Source: an optimization exercise on an open RTL-to-GDS flow (aim: small area). Production flows keep margins and buffers that such runs may drop. RTL that was checked went through simulation tests only; none was proved equivalent to the original. The flow treats the clock pin as an ideal source. Dropping or thinning the clock tree relies on that and would not hold on a real chip. No activity file was given, so power comes from the tool's default toggle rates.

==> job 9725: inputs <==
Design mainController, start of the top module:
module mainController #(parameter FRQ = 1_000_000)  
                       (input clk,
                        input[7:0] key,
                        input nrst,
                        output[7:0] seg_com,
                        output[6:0] seg7,
                        output piezo_wire);
==> module displayController, before the edit <==
module displayController (input clk,
                          input nrst,
                          input[1:0] display_d,  
                          output[7:0] seg_com,
                          output[6:0] seg7);
    reg[2:0] cnt_d;
    reg nrst_d;
    always @(posedge clk) begin
        cnt_d  <= {3{nrst_d}} & (cnt_d + 3'd1);
        nrst_d <= nrst;
    end
    wire[7:0] dg;  
    genvar g;
    generate
        for (g = 0; g < 8; g = g + 1) begin : g_dg
            assign dg[g] = (cnt_d == g);
        end
    endgenerate
    assign seg_com = ~dg;
    wire[2:0] nd = {nrst_d, display_d};
    assign seg7[0] = (dg[0] & (nd == 3'd0 | nd == 3'd1 | nd == 3'd2 | nd == 3'd3 | nd == 3'd4 | nd == 3'd5 | nd == 3'd6)) |
                     (dg[1] & (nd == 3'd0 | nd == 3'd1 | nd == 3'd2 | nd == 3'd3 | nd == 3'd4 | nd == 3'd5 | nd == 3'd6)) |
                     (dg[2] & (nd == 3'd0 | nd == 3'd1 | nd == 3'd2 | nd == 3'd3 | nd == 3'd4 | nd == 3'd6 | nd == 3'd7)) |
                     dg[3] |
                     dg[4] |
                     dg[5] |
                     dg[6] |
                     dg[7];
    assign seg7[1] = dg[0] |
                     dg[1] |
                     dg[2] |
                     dg[3];
    assign seg7[2] = (dg[0] & (nd == 3'd0 | nd == 3'd1 | nd == 3'd2 | nd == 3'd3 | nd == 3'd7)) |
                     (dg[1] & (nd == 3'd0 | nd == 3'd1 | nd == 3'd2 | nd == 3'd3 | nd == 3'd4 | nd == 3'd5 | nd == 3'd7)) |
                     (dg[2] & (nd == 3'd4 | nd == 3'd5 | nd == 3'd6 | nd == 3'd7)) |
                     (dg[3] & (nd == 3'd0 | nd == 3'd1 | nd == 3'd2 | nd == 3'd3 | nd == 3'd5 | nd == 3'd6 | nd == 3'd7)) |
                     (dg[4] & (nd == 3'd0 | nd == 3'd1 | nd == 3'd2 | nd == 3'd3));
    assign seg7[3] = (dg[0] & (nd == 3'd0 | nd == 3'd1 | nd == 3'd2 | nd == 3'd3 | nd == 3'd6 | nd == 3'd7)) |
                     (dg[1] & (nd == 3'd0 | nd == 3'd1 | nd == 3'd2 | nd == 3'd3 | nd == 3'd6)) |
                     (dg[2] & (nd == 3'd0 | nd == 3'd1 | nd == 3'd2 | nd == 3'd3 | nd == 3'd4 | nd == 3'd5)) |
                     (dg[3] & (nd == 3'd0 | nd == 3'd1 | nd == 3'd2 | nd == 3'd3 | nd == 3'd4));
    assign seg7[4] = (dg[0] & (nd == 3'd4 | nd == 3'd5 | nd == 3'd6)) |
                     (dg[1] & (nd == 3'd4 | nd == 3'd5 | nd == 3'd6)) |
                     (dg[2] & (nd == 3'd0 | nd == 3'd1 | nd == 3'd2 | nd == 3'd3 | nd == 3'd6 | nd == 3'd7)) |
                     (dg[3] & (nd == 3'd4));
    assign seg7[5] = (dg[0] & (nd == 3'd4 | nd == 3'd5)) |
                     (dg[1] & (nd == 3'd4 | nd == 3'd5)) |
                     (dg[2] & (nd == 3'd6 | nd == 3'd7)) |
                     (dg[3] & (nd == 3'd5 | nd == 3'd6));
    assign seg7[6] = (dg[0] & (nd == 3'd6)) |
                     (dg[1] & (nd == 3'd0 | nd == 3'd1 | nd == 3'd2 | nd == 3'd3 | nd == 3'd4 | nd == 3'd5 | nd == 3'd6)) |
                     (dg[2] & (nd == 3'd0 | nd == 3'd1 | nd == 3'd2 | nd == 3'd3 | nd == 3'd6 | nd == 3'd7)) |
                     dg[3];
endmodule
clock: 10.0 ns
lec_check: 0
abc_area: 1
cap_margin: 20
core_margin: 2
core_utilization: 40
slew_margin: 20
standard.sh (not shown) runs the stock make flow with config.mk's settings and CLKGATE_MAP_FILE= SYNTH_SCRIPT=/design/flow/synth_recipe.tcl, a recipe that flattens the netlist after the stock synthesis.
==> flow/flow/run.sh <==
#!/bin/bash
# Own layout flow: the standard ORFS flow (standard.sh), with these
# changes to how the layout is made:
#  - synthesis runs without the full/half-adder extraction (ADDER_MAP_FILE
#    empty) and maps with each of the ABC scripts abc_*.script here in turn
#    (as ORFS's abc_area.script); the layout is made from the one whose
#    netlist has the smallest cell area. The registers are those of the
#    standard synthesis, as the same synthesis script makes them;
#  - ports are buffered with the smallest buffer, sky130_fd_sc_hd__buf_1;
#  - in place of clock tree synthesis, clock_buffer.tcl splits the
#    registers by location into CLOCK_COLS x CLOCK_ROWS equal groups, each
#    driven by one CLOCK_LEAF_CELL buffer, driven in turn by the clock port
#    (or by a CLOCK_ROOT_CELL buffer, if set).
# Every tool's output goes to the ORFS logs under orfs/ (and try_N/ for the
# trial syntheses), and make's own output to flow_make.log and
# try_N.log, in the folder this runs in.
set -euo pipefail
W=$(pwd)
rm -rf "$W/orfs_scripts"
cp -r "$FLOW_HOME/scripts" "$W/orfs_scripts"
export SCRIPTS_DIR="$W/orfs_scripts"
export ADDER_MAP_FILE=
export BUFFER_PORTS_ARGS="-buffer_cell sky130_fd_sc_hd__buf_1"
export CLOCK_LEAF_CELL=sky130_fd_sc_hd__buf_8
export CLOCK_ROOT_CELL=
export CLOCK_COLS=2
export CLOCK_ROWS=2
python3 - "$W/orfs_scripts/cts.tcl" "$W/flow/clock_buffer.tcl" <<'PY'
import sys
p, t = sys.argv[1], sys.argv[2]
s = open(p).read()
old = "log_cmd clock_tree_synthesis {*}$cts_args"
assert s.count(old) == 1
open(p, "w").write(s.replace(old, "source " + t))
PY

best=""; best_area=""
for s in "$W"/flow/abc_*.script; do
  n=$(basename "$s" .script)
  cp "$s" "$W/orfs_scripts/abc_area.script"
  rm -rf "$W/try_$n"
  sed "s|WORK_HOME=[^ ]*|WORK_HOME=$W/try_$n|" "$W/standard.sh" > "$W/try_$n.sh"
  if bash "$W/try_$n.sh" synth > "$W/try_$n.log" 2>&1; then
    a=$(awk '/Chip area for module/ {print $NF}' "$W"/try_$n/reports/*/mainController/base/synth_stat.txt | head -1)
    echo "$n: $a" >> "$W/synth_choice.log"
    if [[ -n "$a" ]] && { [[ -z "$best_area" ]] || awk -v a="$a" -v b="$best_area" 'BEGIN{exit !(a<b)}'; }; then
      best=$s; best_area=$a
    fi
  else
    echo "$n: failed" >> "$W/synth_choice.log"
  fi
done
[[ -n "$best" ]] || best="$W/flow/abc_1.script"
echo "chosen: $(basename "$best")" >> "$W/synth_choice.log"
cp "$best" "$W/orfs_scripts/abc_area.script"
bash "$W/standard.sh" > "$W/flow_make.log" 2>&1
==> flow/flow/abc_6.script <==
strash
dch -f
amap
topo
==> flow/flow/abc_7.script <==
strash
&get -n
&dch
&nf -a
&put
topo
==> flow/flow/clock_buffer.tcl <==
proc clock_buffer_place { block master name innet outnet x y } {
  set inst [odb::dbInst_create $block $master $name]
  [$inst findITerm A] connect $innet
  [$inst findITerm X] connect $outnet
  [$inst findITerm VPWR] connect [$block findNet VDD]
  [$inst findITerm VGND] connect [$block findNet VSS]
  $inst setLocation $x $y
  $inst setPlacementStatus PLACED
  return $inst
}

proc clock_leaf_buffers { leaf_cell root_cell cols rows } {
  set db [ord::get_db]
  set block [ord::get_db_block]
  set src [lindex [get_property [lindex [all_clocks] 0] sources] 0]
  set net [[$block findBTerm [get_full_name $src]] getNet]
  $net setSigType CLOCK
  set sinks {}
  foreach it [$net getITerms] {
    lassign [[$it getInst] getLocation] x y
    lappend sinks [list $it $x $y]
  }
  set n [llength $sinks]
  set groups {}
  set by_x [lsort -integer -index 1 $sinks]
  for {set c 0} {$c < $cols} {incr c} {
    set col [lrange $by_x [expr {$c * $n / $cols}] [expr {($c + 1) * $n / $cols - 1}]]
    set m [llength $col]
    set by_y [lsort -integer -index 2 $col]
    for {set r 0} {$r < $rows} {incr r} {
      lappend groups [lrange $by_y [expr {$r * $m / $rows}] [expr {($r + 1) * $m / $rows - 1}]]
    }
  }
  if {$root_cell ne ""} {
    set leaf_in [odb::dbNet_create $block "clknet_0_clk"]
    $leaf_in setSigType CLOCK
  } else {
    set leaf_in $net
  }
  set leaf_master [$db findMaster $leaf_cell]
  set lx 0
  set ly 0
  set g 0
  foreach grp $groups {
    set newnet [odb::dbNet_create $block "clknet_leaf_${g}_clk"]
    $newnet setSigType CLOCK
    set sx 0
    set sy 0
    foreach s $grp {
      set it [lindex $s 0]
      $it disconnect
      $it connect $newnet
      set sx [expr {$sx + [lindex $s 1]}]
      set sy [expr {$sy + [lindex $s 2]}]
    }
    set cx [expr {$sx / [llength $grp]}]
    set cy [expr {$sy / [llength $grp]}]
    clock_buffer_place $block $leaf_master "clkbuf_leaf_${g}_clk" $leaf_in $newnet $cx $cy
    puts "clock_leaf_buffers: $leaf_cell $g drives [llength $grp] clock sinks"
    set lx [expr {$lx + $cx}]
    set ly [expr {$ly + $cy}]
    incr g
  }
  if {$root_cell ne ""} {
    clock_buffer_place $block [$db findMaster $root_cell] "clkbuf_0_clk" $net $leaf_in \
      [expr {$lx / $g}] [expr {$ly / $g}]
    puts "clock_leaf_buffers: root $root_cell drives $g leaf buffers"
  }
}
clock_leaf_buffers $::env(CLOCK_LEAF_CELL) $::env(CLOCK_ROOT_CELL) \
  $::env(CLOCK_COLS) $::env(CLOCK_ROWS)
set_propagated_clock [all_clocks]
Other scripts of this flow, unchanged in this note and not shown: flow/flow/abc_1.script, flow/flow/abc_2.script, flow/flow/abc_3.script, flow/flow/abc_4.script, flow/flow/abc_5.script
==> job 554 (differences from job 9725) <==
--- a/flow/design.v
+++ b/flow/design.v
@@ -58,17 +58,19 @@
                           output[7:0] seg_com,
                           output[6:0] seg7);
-    reg[2:0] cnt_d;
+    reg[3:0] j;
     reg nrst_d;
     always @(posedge clk) begin
-        cnt_d  <= {3{nrst_d}} & (cnt_d + 3'd1);
+        j      <= {4{nrst_d}} & {j[2:0], ~j[3]};
         nrst_d <= nrst;
     end
     wire[7:0] dg;  
-    genvar g;
-    generate
-        for (g = 0; g < 8; g = g + 1) begin : g_dg
-            assign dg[g] = (cnt_d == g);
-        end
-    endgenerate
+    assign dg[0] = ~j[0] & ~j[3];
+    assign dg[1] = j[0] & ~j[1];
+    assign dg[2] = j[1] & ~j[2];
+    assign dg[3] = j[2] & ~j[3];
+    assign dg[4] = j[3] & j[0];
+    assign dg[5] = ~j[0] & j[1];
+    assign dg[6] = ~j[1] & j[2];
+    assign dg[7] = ~j[2] & j[3];
     assign seg_com = ~dg;
     wire[2:0] nd = {nrst_d, display_d};
--- a/flow/flow/run.sh
+++ b/flow/flow/run.sh
@@ -22,5 +22,5 @@
 export ADDER_MAP_FILE=
 export BUFFER_PORTS_ARGS="-buffer_cell sky130_fd_sc_hd__buf_1"
-export CLOCK_LEAF_CELL=sky130_fd_sc_hd__buf_8
+export CLOCK_LEAF_CELL=sky130_fd_sc_hd__buf_6
 export CLOCK_ROOT_CELL=
 export CLOCK_COLS=2
removed: flow/flow/abc_6.script
removed: flow/flow/abc_7.script
==> comparison <==
Final cell count: job 9725 is smaller than job 554 (8.4%). Between job 9725 and job 554, the lower synthesized cell count is in job 9725 (gap 11%, measured against job 554). Against job 9725, the via count of job 554 is higher by 6.5%. Total power is about the same in job 554 and job 9725. Between job 554 and job 9725, the lower sequential power is in job 9725 (gap about 2%, measured against job 9725).
The RTL of job 9725 was laid out without a check of its function. No run of this note takes its clock network from TritonCTS; it comes from the design's own scripts or RTL.

afterwards: timing with drivers on the ports:
The results above use ideal ports. As a check the final layouts listed here were re-extracted and re-timed, cells and wires unchanged. Step 1 (the two cells are an assumption about what drives the block):
set clk [get_ports {clk}]
set_driving_cell -lib_cell sky130_fd_sc_hd__clkbuf_16 $clk
set_driving_cell -lib_cell sky130_fd_sc_hd__buf_2 [delete_from_list [all_inputs] $clk]
Step 2, shift: input delay + t, output delay - t, t = (earliest + latest rising clock arrival at the registers) / 2. This alone moves slack from input paths to output paths. Slacks: no drivers / after step 1 / after step 2; pairs: no drivers / after step 1.
run	shift t [ns]	setup slack, ns	worst hold slack (ns)	latest minus earliest clock arrival (ns)
job 9725	0.192	6.277 / 6.209 / 6.344	0.398 / 0.398 / 0.398	0.012 / 0.012
job 554	0.199	5.888 / 5.829 / 6.028	0.411 / 0.411 / 0.411	0.013 / 0.012
After both steps every run listed still meets setup and hold.
